From an optimization exercise on the open Yosys and OpenROAD flow, aimed at small area; shortcuts taken in it are not production practice. Only simulation tests tie the RTL to the original design; equivalence was not proved.

== the previous run ==
==> module SamplingCtrl, before the edit <==
module SamplingCtrl (
    input   wire        Fg_CLK,
    input   wire  [2:0] oIntBtn,
    input   wire        Fg_RESETn,
    output  wire        DDSEnable,
    output  wire        DDSReady,
    output  wire  [2:0] DDSMode,
    output  wire  [2:0] DDSModeD     
);
    reg [2:0]  rDDSMode;
    reg        rModeChg;     
    reg [13:0] rCnt;
    reg        rDDSEnable;
    reg        rPulse_In;
    reg [6:0]  rCnt_Ready;
    wire btn_ev = |oIntBtn;
    wire mode_step = (btn_ev && rDDSMode == 3'd0) || (rDDSEnable && rPulse_In);
    wire [2:0] rModeD = !rModeChg ? rDDSMode : (rDDSMode == 3'd0) ? 3'd4 : rDDSMode - 3'd1;
    reg [13:0] rValue;
    always @(*) begin
        case (rModeD)
            3'd1:    rValue = 14'd9;
            3'd2:    rValue = 14'd99;
            3'd3:    rValue = 14'd999;
            3'd4:    rValue = 14'd9999;
            default: rValue = 14'd0;
        endcase
    end
    assign DDSMode   = rDDSMode;
    assign DDSModeD  = rModeD;
    assign DDSEnable = rDDSEnable;
    always @(posedge Fg_CLK or negedge Fg_RESETn) begin
        if (~Fg_RESETn) begin
            rCnt       <= 14'd0;
            rModeChg   <= 1'b0;
            rDDSEnable <= 1'b0;
            rDDSMode   <= 3'd0;
            rPulse_In  <= 1'b0;
        end else begin
            rCnt       <= (rValue == 14'd0 || rCnt == rValue) ? 14'd0 : rCnt + 14'd1;
            rModeChg   <= mode_step;
            rDDSEnable <= (rCnt == rValue);
            if (mode_step)
                rDDSMode <= (rDDSMode < 3'd4) ? rDDSMode + 3'd1 : 3'd0;
            if (btn_ev)
                rPulse_In <= 1'b1;
            else if (rDDSEnable)
                rPulse_In <= 1'b0;
        end
    end
    assign DDSReady = (rCnt_Ready == 7'd81);
    always @(posedge Fg_CLK or negedge Fg_RESETn) begin
        if (~Fg_RESETn)
            rCnt_Ready <= 7'd0;
        else if (rCnt_Ready != 7'd82)
            rCnt_Ready <= rCnt_Ready + 7'd1;
    end
endmodule
==> module Oscillator, before the edit <==
module Oscillator (
    input   wire        Fg_CLK,
    input   wire        Fg_RESETn,
    input   wire        DDSEnable,
    input   wire        DDSReady,
    input   wire [31:0] init_1,
    input   wire [31:0] r_out,       
    output  wire [31:0] out_1,
    output  wire [31:0] out_2
);
    reg [31:0] r_out_1;
    reg [31:0] r_out_2;
    assign out_1 = r_out_1;
    assign out_2 = r_out_2;
    always @(posedge Fg_CLK or negedge Fg_RESETn) begin
        if (~Fg_RESETn) begin
            r_out_1 <= 32'd0;
            r_out_2 <= 32'd0;
        end else begin
            if (DDSReady)
                r_out_1 <= init_1;
            else if (DDSEnable)
                r_out_1 <= r_out;
            if (DDSReady | DDSEnable)
                r_out_2 <= r_out_1;
        end
    end
endmodule
Settings: LEC_CHECK=0, CAP_MARGIN=20, CORE_MARGIN=2, CORE_UTILIZATION=40, PLACE_DENSITY=0.6, SLEW_MARGIN=20; clock period 15.0 ns.
run.sh (not shown) runs the stock make flow with config.mk's settings and CLKGATE_MAP_FILE= SYNTH_SCRIPT=/design/flow/synth_recipe.tcl, a recipe that flattens the netlist after the stock synthesis.
Having completed the whole flow, the previous run delivered a layout that passed the timing, DRC and antenna checks.
Setup changes, the previous run to the current run
--- a/flow/design.v
+++ b/flow/design.v
@@ -33,16 +33,16 @@
     output  wire  [2:0] DDSMode,
     output  wire  [2:0] DDSModeD     
 );
     reg [2:0]  rDDSMode;
-    reg        rModeChg;     
+    reg [2:0]  rModeD;       
     reg [13:0] rCnt;
     reg        rDDSEnable;
     reg        rPulse_In;
+    reg        begin_ready;
+    reg        rDDSReady;
     reg [6:0]  rCnt_Ready;
     wire btn_ev = |oIntBtn;
-    wire mode_step = (btn_ev && rDDSMode == 3'd0) || (rDDSEnable && rPulse_In);
-    wire [2:0] rModeD = !rModeChg ? rDDSMode : (rDDSMode == 3'd0) ? 3'd4 : rDDSMode - 3'd1;
     reg [13:0] rValue;
     always @(*) begin
         case (rModeD)
             3'd1:    rValue = 14'd9;
@@ -53,34 +53,40 @@
         endcase
     end
     assign DDSMode   = rDDSMode;
     assign DDSModeD  = rModeD;
+    assign DDSReady  = rDDSReady;
     assign DDSEnable = rDDSEnable;
     always @(posedge Fg_CLK or negedge Fg_RESETn) begin
         if (~Fg_RESETn) begin
             rCnt       <= 14'd0;
-            rModeChg   <= 1'b0;
+            rModeD     <= 3'd0;
             rDDSEnable <= 1'b0;
             rDDSMode   <= 3'd0;
             rPulse_In  <= 1'b0;
         end else begin
             rCnt       <= (rValue == 14'd0 || rCnt == rValue) ? 14'd0 : rCnt + 14'd1;
-            rModeChg   <= mode_step;
+            rModeD     <= rDDSMode;
             rDDSEnable <= (rCnt == rValue);
-            if (mode_step)
+            if ((btn_ev && rDDSMode == 3'd0) || (rDDSEnable && rPulse_In))
                 rDDSMode <= (rDDSMode < 3'd4) ? rDDSMode + 3'd1 : 3'd0;
             if (btn_ev)
                 rPulse_In <= 1'b1;
             else if (rDDSEnable)
                 rPulse_In <= 1'b0;
         end
     end
-    assign DDSReady = (rCnt_Ready == 7'd81);
     always @(posedge Fg_CLK or negedge Fg_RESETn) begin
-        if (~Fg_RESETn)
-            rCnt_Ready <= 7'd0;
-        else if (rCnt_Ready != 7'd82)
-            rCnt_Ready <= rCnt_Ready + 7'd1;
+        if (~Fg_RESETn) begin
+            begin_ready <= 1'b1;
+            rCnt_Ready  <= 7'd0;
+            rDDSReady   <= 1'b0;
+        end else begin
+            begin_ready <= (rCnt_Ready < 7'd80) && begin_ready;
+            if (begin_ready)
+                rCnt_Ready <= (rCnt_Ready < 7'd80) ? rCnt_Ready + 7'd1 : 7'd0;
+            rDDSReady <= !(rCnt_Ready < 7'd80);
+        end
     end
 endmodule
 module Oscillator (
     input   wire        Fg_CLK,
@@ -99,15 +105,14 @@
     always @(posedge Fg_CLK or negedge Fg_RESETn) begin
         if (~Fg_RESETn) begin
             r_out_1 <= 32'd0;
             r_out_2 <= 32'd0;
-        end else begin
-            if (DDSReady)
-                r_out_1 <= init_1;
-            else if (DDSEnable)
-                r_out_1 <= r_out;
-            if (DDSReady | DDSEnable)
-                r_out_2 <= r_out_1;
+        end else if (DDSReady) begin
+            r_out_1 <= init_1;
+            r_out_2 <= 32'd0;
+        end else if (DDSEnable) begin
+            r_out_1 <= r_out;
+            r_out_2 <= r_out_1;
         end
     end
 endmodule
 module SharedMul (
--- outcome ---
Fmax: the current run higher than the previous run
Diff the previous run -> the current run: worst setup slack shows an increase of 0.70 ns, via count normalized by instance count up about 2%, synthesis-to-finish area growth down 0.22 points, hold path depth neither gained nor lost much, wire length per cell went up 2.9%.
Sort the previous run and the current run by die span in x, ascending, and the previous run comes first.
In the final reports, the cell area of the current run is larger than that of the previous run.
Going from the previous run to the current run, critical path depth shrinks by about 6.5%.
The lower total routing resource utilization after global routing of the previous run and the current run is in the previous run.

-- afterwards: timing with drivers on the ports --
The flow's constraints put no driver on any port. The routed layouts listed below were extracted and timed again, unchanged, in two steps. Step 1: set_driving_cell puts a clkbuf_16 on clk and a buf_2 on each other input, an assumption about the parent block. Step 2 times the ports against the registers' clock, not the clock port: input delays grow and output delays shrink by t, the midpoint of the rising clock arrivals with the driver on. Three values: no drivers, after step 1, after step 2; two values: the first two.
run | shift t [ns] | slack for setup (ns) | worst setup path at the end | worst register clock-pin slew, ns | worst data-port slew with drivers (ns)
the previous run | 0.483 | 0.929 / 0.929 / 0.929 | register to register | 0.07 / 0.07 | 0.04
the current run | 0.493 | 1.628 / 1.628 / 1.628 | register to register | 0.07 / 0.07 | 0.04
After both steps setup and hold are still met in every run listed.
